What follows belongs to an exercise in optimizing a design on an open flow for small area, a short achievable clock period and few clock cycles; a production flow would make more cautious choices. The RTL was checked by simulation tests, not by an equivalence proof against the original design.

==> xenon: inputs <==
Design CLE, start of the top module:
module CLE ( clk, reset, rom_q, rom_a, sram_q, sram_a, sram_d, sram_wen, finish);
==> flow/config.mk <==
export PLATFORM = sky130hd
export DESIGN_NAME = CLE
export DESIGN_NICKNAME = CLE
export VERILOG_FILES = /design/flow/design.v
export SDC_FILE = /design/flow/constraint.sdc
export NUM_CORES = 4
export LEC_CHECK = 0
export ABC_AREA = 1
export CAP_MARGIN = 30
export CORE_MARGIN = 2
export CORE_UTILIZATION = 50
export CTS_BUF_LIST = sky130_fd_sc_hd__clkbuf_8
export PLACE_DENSITY = 0.6
export SLEW_MARGIN = 20
==> flow/constraint.sdc <==
create_clock -name core_clock -period 9.0 [get_ports {clk}]
set_input_delay 1.8000 -clock core_clock [delete_from_list [all_inputs] [get_ports {clk}]]
set_output_delay 1.8000 -clock core_clock [all_outputs]
set_load 0.01 [all_outputs]
standard.sh (not shown) runs the stock make flow with config.mk's settings and CLKGATE_MAP_FILE= SYNTH_SCRIPT=/design/flow/synth_recipe.tcl, a recipe that flattens the netlist after the stock synthesis.
==> flow/flow/run.sh <==
#!/bin/bash
set -euo pipefail
bash standard.sh "BUFFER_PORTS_ARGS=-buffer_cell sky130_fd_sc_hd__buf_1" SETUP_SLACK_MARGIN=5.9 finish > flow_make.log 2>&1
==> delta: changes against xenon <==
--- a/flow/design.v
+++ b/flow/design.v
@@ -11,11 +11,10 @@
 output        finish;
 reg  [9:0] sram_a;
 reg        sram_wen;
 reg        finish;
 reg        s_wait, s_rs0, s_rs1, s_rs2, s_rs3, s_cmp, s_put, s_slw;
-reg        kp;           
 reg        early;        
 reg  [9:0] pos;          
 reg  [7:0] P;            
 reg        pz;
 reg        nNW, nN, nW;  
@@ -93,12 +92,11 @@
 wire [2:0] op1     = o + 3'd1;
 wire       cont    = rem_nz ? cw[op1]
                             : (rv & ~fdone & nbadj & nb[0] & (o == 3'd7) & (pos[4:3] != 2'd3));
 wire       last_slw = (mods & (mods - 4'd1)) == 4'd0;
 wire       nomods   = (mods == 4'd0);
-wire       take     = (s_wait & avail & ~finish) | s_rs0 | (s_put & nomods & (cont | early)) |
-                      (s_slw & last_slw & cont);
+wire       take     = (s_wait & avail & ~finish) | s_rs0 | (s_put & nomods & (cont | early));
 wire       take_nb  = take & ~rem_nz;
 wire       advance  = (rv & ~fdone & ~qnz) | take_nb;
 always @(posedge clk or posedge reset) begin
     if (reset) begin
         rom_a <= 7'd0;
@@ -123,11 +121,11 @@
     else if (advance) gap <= 1'b1;
 end
 wire [7:0] Wv = (wf & ~Lz) ? P : 8'd0;
 wire [7:0] Pe = pz ? 8'd0 : P;
 wire [7:0] NE = sram_q;
-wire       nwin = ~kp & (early ? s_rs1 : s_rs2);
+wire       nwin = early ? s_rs1 : s_rs2;
 wire [7:0] ca = nwin ? Wv : Pe;
 wire [1:0] cab = cmp8(ca, sram_q);
 wire [7:0] pmax = cab[0] ? sram_q : ca;
 wire [1:0] cNP = cmp8(NE, Pe), cNn = cmp8(NE, newv), cPn = cmp8(Pe, newv);
 wire [7:0] m   = (cNP[1] & cNn[1]) ? NE : (cPn[0] ? newv : Pe);
@@ -172,11 +170,11 @@
         nN  <= nNE;
         nW  <= ~nz0;
         fNW <= 1'b0;
         fN  <= 1'b0;
         fW  <= 1'b0;
-    end else if (nwin | (s_rs3 & ~kp)) begin
+    end else if (nwin | s_rs3) begin
         P   <= pmax;
         pz  <= 1'b0;
         if (nwin) begin
             nNW <= |sram_q;
             nW  <= wf & ~Lz;
@@ -216,26 +214,23 @@
         s_slw  <= 1'b0;
         sram_wen <= 1'b1;
         finish   <= 1'b0;
         newv     <= 8'd250;
         Lz       <= 1'b1;
-        kp       <= 1'b0;
     end else begin
         sram_wen <= ~((s_put & ~Lz) | s_slw);
         if (s_wait & ~avail & done) finish <= 1'b1;
         if (s_cmp) begin
             Lz   <= nz0;
             decq <= nz0 | s0;
         end
         if (s_put & decq) newv <= newv - 8'd1;
         s_wait <= (s_wait & ~(avail & ~finish)) | (s_put & nomods & ~cont & ~early & ~avail) |
-                  (s_slw & last_slw & ~cont & ~avail);
-        s_rs0  <= (s_put & nomods & ~cont & ~early & avail) | (s_slw & last_slw & ~cont & avail);
+                  (s_slw & last_slw & ~avail);
+        s_rs0  <= (s_put & nomods & ~cont & ~early & avail) | (s_slw & last_slw & avail);
         s_rs1  <= (s_wait & avail & ~finish) | s_rs0 | (s_put & nomods & ~cont & early);
-        s_rs2  <= s_rs1 | (s_slw & last_slw & cont);
-        if (s_slw & last_slw) kp <= cont;
-        else if (s_cmp)       kp <= 1'b0;
+        s_rs2  <= s_rs1;
         s_rs3  <= s_rs2;
         s_cmp  <= s_rs3 | (s_put & nomods & cont);
         s_put  <= s_cmp;
         s_slw  <= (s_put & ~nomods) | (s_slw & ~last_slw);
     end
==> flow/flow/run.sh (replaced) <==
#!/bin/bash
set -euo pipefail
bash standard.sh "BUFFER_PORTS_ARGS=-buffer_cell sky130_fd_sc_hd__buf_1" SETUP_SLACK_MARGIN=5.8 finish > flow_make.log 2>&1
==> onyx: changes against xenon <==
--- a/flow/design.v
+++ b/flow/design.v
@@ -11,12 +11,12 @@
 output        finish;
 reg  [9:0] sram_a;
 reg        sram_wen;
 reg        finish;
 reg        s_wait, s_rs0, s_rs1, s_rs2, s_rs3, s_cmp, s_put, s_slw;
-reg        kp;           
 reg        early;        
+reg        fin_st;       
 reg  [9:0] pos;          
 reg  [7:0] P;            
 reg        pz;
 reg        nNW, nN, nW;  
 reg        fNW, fN, fW;  
@@ -93,12 +93,11 @@
 wire [2:0] op1     = o + 3'd1;
 wire       cont    = rem_nz ? cw[op1]
                             : (rv & ~fdone & nbadj & nb[0] & (o == 3'd7) & (pos[4:3] != 2'd3));
 wire       last_slw = (mods & (mods - 4'd1)) == 4'd0;
 wire       nomods   = (mods == 4'd0);
-wire       take     = (s_wait & avail & ~finish) | s_rs0 | (s_put & nomods & (cont | early)) |
-                      (s_slw & last_slw & cont);
+wire       take     = (s_wait & avail & ~fin_st) | s_rs0 | (s_put & nomods & (cont | early));
 wire       take_nb  = take & ~rem_nz;
 wire       advance  = (rv & ~fdone & ~qnz) | take_nb;
 always @(posedge clk or posedge reset) begin
     if (reset) begin
         rom_a <= 7'd0;
@@ -123,11 +122,11 @@
     else if (advance) gap <= 1'b1;
 end
 wire [7:0] Wv = (wf & ~Lz) ? P : 8'd0;
 wire [7:0] Pe = pz ? 8'd0 : P;
 wire [7:0] NE = sram_q;
-wire       nwin = ~kp & (early ? s_rs1 : s_rs2);
+wire       nwin = early ? s_rs1 : s_rs2;
 wire [7:0] ca = nwin ? Wv : Pe;
 wire [1:0] cab = cmp8(ca, sram_q);
 wire [7:0] pmax = cab[0] ? sram_q : ca;
 wire [1:0] cNP = cmp8(NE, Pe), cNn = cmp8(NE, newv), cPn = cmp8(Pe, newv);
 wire [7:0] m   = (cNP[1] & cNn[1]) ? NE : (cPn[0] ? newv : Pe);
@@ -136,11 +135,13 @@
 wire       nNE = |NE;
 wire [3:0] mods_n = {nNW & (fNW | plt), nN & (fN | plt),
                      nNE & (cNP[0] | cNn[0]), nW & (fW | plt)};
 wire       s0  = ~cPn[1] & ~cNn[1];         
 wire [4:0] prp1 = pr + 5'd1;
+wire [4:0] pcm1 = pc - 5'd1;
 wire [4:0] pcp1 = pc + 5'd1;
+wire [4:0] pcp2 = pc + 5'd2;
 reg  [7:0] hoh;            
 always @(*) begin
     case (pcp1[2:0])
     3'd0: hoh = 8'b00000001;
     3'd1: hoh = 8'b00000011;
@@ -153,30 +154,21 @@
     endcase
 end
 wire       hword  = (nbi == {prp1, pcp1[4:3]});
 wire       hazard = ~rem_nz & hword & ((nb & hoh) == (hoh & ~{1'b0, hoh[7:1]}));
 wire       go_early = ~cont & avail & ~hazard;
-wire       slw_w = s_slw & ~mods[3] & ~mods[2] & ~mods[1];
-wire [4:0] arow  = (s_cmp | s_rs1 | s_rs2 | (s_slw & ~slw_w)) ? prm1 : pr;
-reg  [4:0] acol;
-always @(*) begin
-    if (s_cmp)      acol = 5'd2;
-    else if (s_rs2) acol = 5'd1;
-    else if (s_slw) acol = mods[3] ? 5'd31 : mods[2] ? 5'd0 : mods[1] ? 5'd1 : 5'd31;
-    else            acol = 5'd0;
-end
 always @(posedge clk) begin
     if (s_cmp) begin
         P   <= m;
         pz  <= nz0 & ~nN & ~nNE;
         nNW <= nN;
         nN  <= nNE;
         nW  <= ~nz0;
         fNW <= 1'b0;
         fN  <= 1'b0;
         fW  <= 1'b0;
-    end else if (nwin | (s_rs3 & ~kp)) begin
+    end else if (nwin | s_rs3) begin
         P   <= pmax;
         pz  <= 1'b0;
         if (nwin) begin
             nNW <= |sram_q;
             nW  <= wf & ~Lz;
@@ -188,12 +180,18 @@
             fNW <= fNW | cab[0];
             fW  <= fW | cab[0];
         end
     end
     if (take) pos <= nextpix;
-    if (s_wait | s_rs0 | (s_cmp & go_early)) sram_a <= nx1;
-    else                                     sram_a <= {arow, pc + acol};
+    if (s_wait | s_rs0 | (s_cmp & go_early))  sram_a <= nx1;
+    else if (s_cmp)                           sram_a <= {prm1, pcp2};
+    else if (s_rs1)                           sram_a <= {prm1, pc};
+    else if (s_rs2)                           sram_a <= {prm1, pcp1};
+    else if (s_slw)
+        sram_a <= mods[3] ? {prm1, pcm1} : mods[2] ? {prm1, pc} :
+                  mods[1] ? {prm1, pcp1} : {pr, pcm1};
+    else                                      sram_a <= pos;
     if (s_cmp) early <= go_early;
     else if (s_wait | s_rs0) early <= 1'b0;
     if (s_wait | s_rs0) wf <= cont;
     else if (s_put)     wf <= cont;
     if (s_cmp) mods <= mods_n;
@@ -212,30 +210,29 @@
         s_rs2  <= 1'b0;
         s_rs3  <= 1'b0;
         s_cmp  <= 1'b0;
         s_put  <= 1'b0;
         s_slw  <= 1'b0;
+        fin_st   <= 1'b0;
         sram_wen <= 1'b1;
         finish   <= 1'b0;
         newv     <= 8'd250;
         Lz       <= 1'b1;
-        kp       <= 1'b0;
     end else begin
         sram_wen <= ~((s_put & ~Lz) | s_slw);
-        if (s_wait & ~avail & done) finish <= 1'b1;
+        if (s_wait & fin_st) finish <= 1'b1;
+        if (s_wait & ~avail & done) fin_st <= 1'b1;
         if (s_cmp) begin
             Lz   <= nz0;
             decq <= nz0 | s0;
         end
         if (s_put & decq) newv <= newv - 8'd1;
-        s_wait <= (s_wait & ~(avail & ~finish)) | (s_put & nomods & ~cont & ~early & ~avail) |
-                  (s_slw & last_slw & ~cont & ~avail);
-        s_rs0  <= (s_put & nomods & ~cont & ~early & avail) | (s_slw & last_slw & ~cont & avail);
-        s_rs1  <= (s_wait & avail & ~finish) | s_rs0 | (s_put & nomods & ~cont & early);
-        s_rs2  <= s_rs1 | (s_slw & last_slw & cont);
-        if (s_slw & last_slw) kp <= cont;
-        else if (s_cmp)       kp <= 1'b0;
+        s_wait <= (s_wait & ~(avail & ~fin_st)) | (s_put & nomods & ~cont & ~early & ~avail) |
+                  (s_slw & last_slw & ~avail);
+        s_rs0  <= (s_put & nomods & ~cont & ~early & avail) | (s_slw & last_slw & avail);
+        s_rs1  <= (s_wait & avail & ~fin_st) | s_rs0 | (s_put & nomods & ~cont & early);
+        s_rs2  <= s_rs1;
         s_rs3  <= s_rs2;
         s_cmp  <= s_rs3 | (s_put & nomods & cont);
         s_put  <= s_cmp;
         s_slw  <= (s_put & ~nomods) | (s_slw & ~last_slw);
     end
==> flow/flow/run.sh (replaced) <==
#!/bin/bash
set -euo pipefail
bash standard.sh "BUFFER_PORTS_ARGS=-buffer_cell sky130_fd_sc_hd__buf_1" SETUP_SLACK_MARGIN=5.8 finish > flow_make.log 2>&1
--- a/flow/config.mk
+++ b/flow/config.mk
@@ -4,10 +4,11 @@
 export VERILOG_FILES = /design/flow/design.v
 export SDC_FILE = /design/flow/constraint.sdc
 export NUM_CORES = 4
 export LEC_CHECK = 0
 export ABC_AREA = 1
+export ABC_CLOCK_PERIOD_IN_PS = 3000
 export CAP_MARGIN = 30
 export CORE_MARGIN = 2
 export CORE_UTILIZATION = 50
 export CTS_BUF_LIST = sky130_fd_sc_hd__clkbuf_8
 export PLACE_DENSITY = 0.6
==> maple: changes against xenon <==
--- a/flow/design.v
+++ b/flow/design.v
@@ -11,12 +11,12 @@
 output        finish;
 reg  [9:0] sram_a;
 reg        sram_wen;
 reg        finish;
 reg        s_wait, s_rs0, s_rs1, s_rs2, s_rs3, s_cmp, s_put, s_slw;
-reg        kp;           
 reg        early;        
+reg        fin_st;       
 reg  [9:0] pos;          
 reg  [7:0] P;            
 reg        pz;
 reg        nNW, nN, nW;  
 reg        fNW, fN, fW;  
@@ -93,12 +93,11 @@
 wire [2:0] op1     = o + 3'd1;
 wire       cont    = rem_nz ? cw[op1]
                             : (rv & ~fdone & nbadj & nb[0] & (o == 3'd7) & (pos[4:3] != 2'd3));
 wire       last_slw = (mods & (mods - 4'd1)) == 4'd0;
 wire       nomods   = (mods == 4'd0);
-wire       take     = (s_wait & avail & ~finish) | s_rs0 | (s_put & nomods & (cont | early)) |
-                      (s_slw & last_slw & cont);
+wire       take     = (s_wait & avail & ~fin_st) | s_rs0 | (s_put & nomods & (cont | early));
 wire       take_nb  = take & ~rem_nz;
 wire       advance  = (rv & ~fdone & ~qnz) | take_nb;
 always @(posedge clk or posedge reset) begin
     if (reset) begin
         rom_a <= 7'd0;
@@ -123,11 +122,11 @@
     else if (advance) gap <= 1'b1;
 end
 wire [7:0] Wv = (wf & ~Lz) ? P : 8'd0;
 wire [7:0] Pe = pz ? 8'd0 : P;
 wire [7:0] NE = sram_q;
-wire       nwin = ~kp & (early ? s_rs1 : s_rs2);
+wire       nwin = early ? s_rs1 : s_rs2;
 wire [7:0] ca = nwin ? Wv : Pe;
 wire [1:0] cab = cmp8(ca, sram_q);
 wire [7:0] pmax = cab[0] ? sram_q : ca;
 wire [1:0] cNP = cmp8(NE, Pe), cNn = cmp8(NE, newv), cPn = cmp8(Pe, newv);
 wire [7:0] m   = (cNP[1] & cNn[1]) ? NE : (cPn[0] ? newv : Pe);
@@ -136,11 +135,13 @@
 wire       nNE = |NE;
 wire [3:0] mods_n = {nNW & (fNW | plt), nN & (fN | plt),
                      nNE & (cNP[0] | cNn[0]), nW & (fW | plt)};
 wire       s0  = ~cPn[1] & ~cNn[1];         
 wire [4:0] prp1 = pr + 5'd1;
+wire [4:0] pcm1 = pc - 5'd1;
 wire [4:0] pcp1 = pc + 5'd1;
+wire [4:0] pcp2 = pc + 5'd2;
 reg  [7:0] hoh;            
 always @(*) begin
     case (pcp1[2:0])
     3'd0: hoh = 8'b00000001;
     3'd1: hoh = 8'b00000011;
@@ -153,30 +154,21 @@
     endcase
 end
 wire       hword  = (nbi == {prp1, pcp1[4:3]});
 wire       hazard = ~rem_nz & hword & ((nb & hoh) == (hoh & ~{1'b0, hoh[7:1]}));
 wire       go_early = ~cont & avail & ~hazard;
-wire       slw_w = s_slw & ~mods[3] & ~mods[2] & ~mods[1];
-wire [4:0] arow  = (s_cmp | s_rs1 | s_rs2 | (s_slw & ~slw_w)) ? prm1 : pr;
-reg  [4:0] acol;
-always @(*) begin
-    if (s_cmp)      acol = 5'd2;
-    else if (s_rs2) acol = 5'd1;
-    else if (s_slw) acol = mods[3] ? 5'd31 : mods[2] ? 5'd0 : mods[1] ? 5'd1 : 5'd31;
-    else            acol = 5'd0;
-end
 always @(posedge clk) begin
     if (s_cmp) begin
         P   <= m;
         pz  <= nz0 & ~nN & ~nNE;
         nNW <= nN;
         nN  <= nNE;
         nW  <= ~nz0;
         fNW <= 1'b0;
         fN  <= 1'b0;
         fW  <= 1'b0;
-    end else if (nwin | (s_rs3 & ~kp)) begin
+    end else if (nwin | s_rs3) begin
         P   <= pmax;
         pz  <= 1'b0;
         if (nwin) begin
             nNW <= |sram_q;
             nW  <= wf & ~Lz;
@@ -188,12 +180,18 @@
             fNW <= fNW | cab[0];
             fW  <= fW | cab[0];
         end
     end
     if (take) pos <= nextpix;
-    if (s_wait | s_rs0 | (s_cmp & go_early)) sram_a <= nx1;
-    else                                     sram_a <= {arow, pc + acol};
+    if (s_wait | s_rs0 | (s_cmp & go_early))  sram_a <= nx1;
+    else if (s_cmp)                           sram_a <= {prm1, pcp2};
+    else if (s_rs1)                           sram_a <= {prm1, pc};
+    else if (s_rs2)                           sram_a <= {prm1, pcp1};
+    else if (s_slw)
+        sram_a <= mods[3] ? {prm1, pcm1} : mods[2] ? {prm1, pc} :
+                  mods[1] ? {prm1, pcp1} : {pr, pcm1};
+    else                                      sram_a <= pos;
     if (s_cmp) early <= go_early;
     else if (s_wait | s_rs0) early <= 1'b0;
     if (s_wait | s_rs0) wf <= cont;
     else if (s_put)     wf <= cont;
     if (s_cmp) mods <= mods_n;
@@ -212,30 +210,29 @@
         s_rs2  <= 1'b0;
         s_rs3  <= 1'b0;
         s_cmp  <= 1'b0;
         s_put  <= 1'b0;
         s_slw  <= 1'b0;
+        fin_st   <= 1'b0;
         sram_wen <= 1'b1;
         finish   <= 1'b0;
         newv     <= 8'd250;
         Lz       <= 1'b1;
-        kp       <= 1'b0;
     end else begin
         sram_wen <= ~((s_put & ~Lz) | s_slw);
-        if (s_wait & ~avail & done) finish <= 1'b1;
+        if (s_wait & fin_st) finish <= 1'b1;
+        if (s_wait & ~avail & done) fin_st <= 1'b1;
         if (s_cmp) begin
             Lz   <= nz0;
             decq <= nz0 | s0;
         end
         if (s_put & decq) newv <= newv - 8'd1;
-        s_wait <= (s_wait & ~(avail & ~finish)) | (s_put & nomods & ~cont & ~early & ~avail) |
-                  (s_slw & last_slw & ~cont & ~avail);
-        s_rs0  <= (s_put & nomods & ~cont & ~early & avail) | (s_slw & last_slw & ~cont & avail);
-        s_rs1  <= (s_wait & avail & ~finish) | s_rs0 | (s_put & nomods & ~cont & early);
-        s_rs2  <= s_rs1 | (s_slw & last_slw & cont);
-        if (s_slw & last_slw) kp <= cont;
-        else if (s_cmp)       kp <= 1'b0;
+        s_wait <= (s_wait & ~(avail & ~fin_st)) | (s_put & nomods & ~cont & ~early & ~avail) |
+                  (s_slw & last_slw & ~avail);
+        s_rs0  <= (s_put & nomods & ~cont & ~early & avail) | (s_slw & last_slw & avail);
+        s_rs1  <= (s_wait & avail & ~fin_st) | s_rs0 | (s_put & nomods & ~cont & early);
+        s_rs2  <= s_rs1;
         s_rs3  <= s_rs2;
         s_cmp  <= s_rs3 | (s_put & nomods & cont);
         s_put  <= s_cmp;
         s_slw  <= (s_put & ~nomods) | (s_slw & ~last_slw);
     end
==> flow/run.sh (new file) <==
#!/bin/bash
# synth_recipe.tcl (not shown) runs the flow's synth.tcl, then flattens the netlist and writes it again
# the make line also repeats each setting of config.mk as NAME=value (left out here)
make -C /OpenROAD-flow-scripts/flow DESIGN_CONFIG=/design/flow/config.mk WORK_HOME=/design/flow/orfs CLKGATE_MAP_FILE= SYNTH_SCRIPT=/design/flow/synth_recipe.tcl finish
==> flow/config.mk (replaced) <==
export PLATFORM = sky130hd
export DESIGN_NAME = CLE
export DESIGN_NICKNAME = CLE
export VERILOG_FILES = /design/flow/design.v
export SDC_FILE = /design/flow/constraint.sdc
export NUM_CORES = 4
export LEC_CHECK = 0
export CAP_MARGIN = 30
export CORE_MARGIN = 2
export CORE_UTILIZATION = 50
export PLACE_DENSITY = 0.6
export SETUP_SLACK_MARGIN = 5
export SLEW_MARGIN = 20
removed: flow/flow/run.sh
removed: flow/standard.sh
==> flow_summary.yaml <==
placed_design:
  pre_cts_slack_ps: 5330
floorplan:
  rows: 40
cts:
  clock_sinks: 81
  cts_root_buf: "clkbuf_8"
cells_and_area:
  drive_above_1_share: 0.0974
  layout_common_cells: "nand2_1 (248), inv_1 (110), nor2_1 (87)"
  fill_cells: 1221
  multi_input_area_um2: 3480
synthesis:
  ys_seq_area_frac: 0.346
  syn_area_um2: 6110
  synthSimpleGateAreaFrac: 0.358
power_and_ir_drop:
  swShare: 0.520
setup_path:
  r2r-start: "pos[0]$_DFFE_PP_"
  crit_top_cell: "nand2_1"
outcome:
  run_status: "complete, no violations"
# the run above: onyx

==> flow_summary.yaml <==
detailed_routing:
  ant_nets: 0
cells_and_area:
  layout_common_cells: "nor2_1 (47), nand2_1 (44), inv_1 (39)"
  fill_cells: 1037
  drive_above_1_share: 0.132
synthesis:
  synthSimpleGateAreaFrac: 0.221
  syn_area_um2: 5810
timing:
  setup_ws_ps: 5080
floorplan:
  rows: 39
setup_path:
  reg2reg_depth: 9
power_and_ir_drop:
  swShare: 0.375
outcome:
  run_status: "complete, no violations"
cts:
  cts_root_buf: "clkbuf_16"
  clock_sinks: 81
# the run above: maple

==> flow_summary.yaml <==
synthesis:
  ys_seq_area_frac: 0.354
  syn_area_um2: 5900
  synthSimpleGateAreaFrac: 0.371
cells_and_area:
  drive_above_1_share: 0.0857
  layout_common_cells: "nand2_1 (236), nand3_1 (120), inv_1 (113)"
  multi_input_area_um2: 3320
cts:
  clock_sinks: 80
  cts_root_buf: "clkbuf_8"
outcome:
  run_status: "complete, no violations"
placed_design:
  pre_cts_slack_ps: 5360
power_and_ir_drop:
  swShare: 0.496
# the run above: delta

==> flow_summary.yaml <==
outcome:
  run_status: "complete, no violations"
setup_path:
  r2r-start: "pos[1]$_DFFE_PP_"
  crit_top_cell: "nand2_1"
cells_and_area:
  drive_above_1_share: 0.123
  multi_input_area_um2: 3400
  fill_cells: 1152
  layout_common_cells: "nand2_1 (240), nand3_1 (100), inv_1 (99)"
cts:
  cts_root_buf: "clkbuf_8"
  clock_sinks: 81
power_and_ir_drop:
  swShare: 0.323
floorplan:
  rows: 39
  ios: 45
synthesis:
  synth.top_cells.by_area: "nand2_1 (15%), edfxtp_1 (15%), dfrtp_1 (12%)"
  syn_area_um2: 5940
  ys_seq_area_frac: 0.356
  synthSimpleGateAreaFrac: 0.367
placed_design:
  pre_cts_slack_ps: 5460
# the run above: xenon

Testbench counts of xenon, summed over its fixed seeds: cycles 51,512.
Testbench counts of delta, summed over its fixed seeds: cycles 52,296.
Testbench counts of onyx, summed over its fixed seeds: cycles 52,360.
Testbench counts of maple, summed over its fixed seeds: cycles 52,360.

what the ideal ports hide:
The results above use ideal ports. As a check the final layouts listed here were re-extracted and re-timed, cells and wires unchanged.
Step 1: set_driving_cell puts a clkbuf_16 on clk and a buf_2 on each other input, an assumption about the parent block.
Step 2, shift: input delay + t, output delay - t, t = (earliest + latest rising clock arrival at the registers) / 2. This alone moves slack from input paths to output paths.
a / b / c = ideal / step 1 / step 2; a / b = the first two.
| run | t (ns) | setup slack, ns | slew at the worst register clock pin (ns) | cell pins on the clock port's net |
|---|---|---|---|---|
| xenon | 0.403 | 5.998 / 6.012 / 5.608 | 0.10 / 0.10 | 1 |
| delta | 0.407 | 5.899 / 5.915 / 5.508 | 0.09 / 0.09 | 1 |
| onyx | 0.415 | 5.915 / 5.932 / 5.517 | 0.09 / 0.09 | 1 |
| maple | 0.383 | 5.080 / 5.102 / 4.719 | 0.06 / 0.06 | 1 |
After both steps setup and hold are still met in every run listed. The setup slack of onyx, which loses most, moves by +0.017 ns with the drivers and by -0.398 ns with both steps.
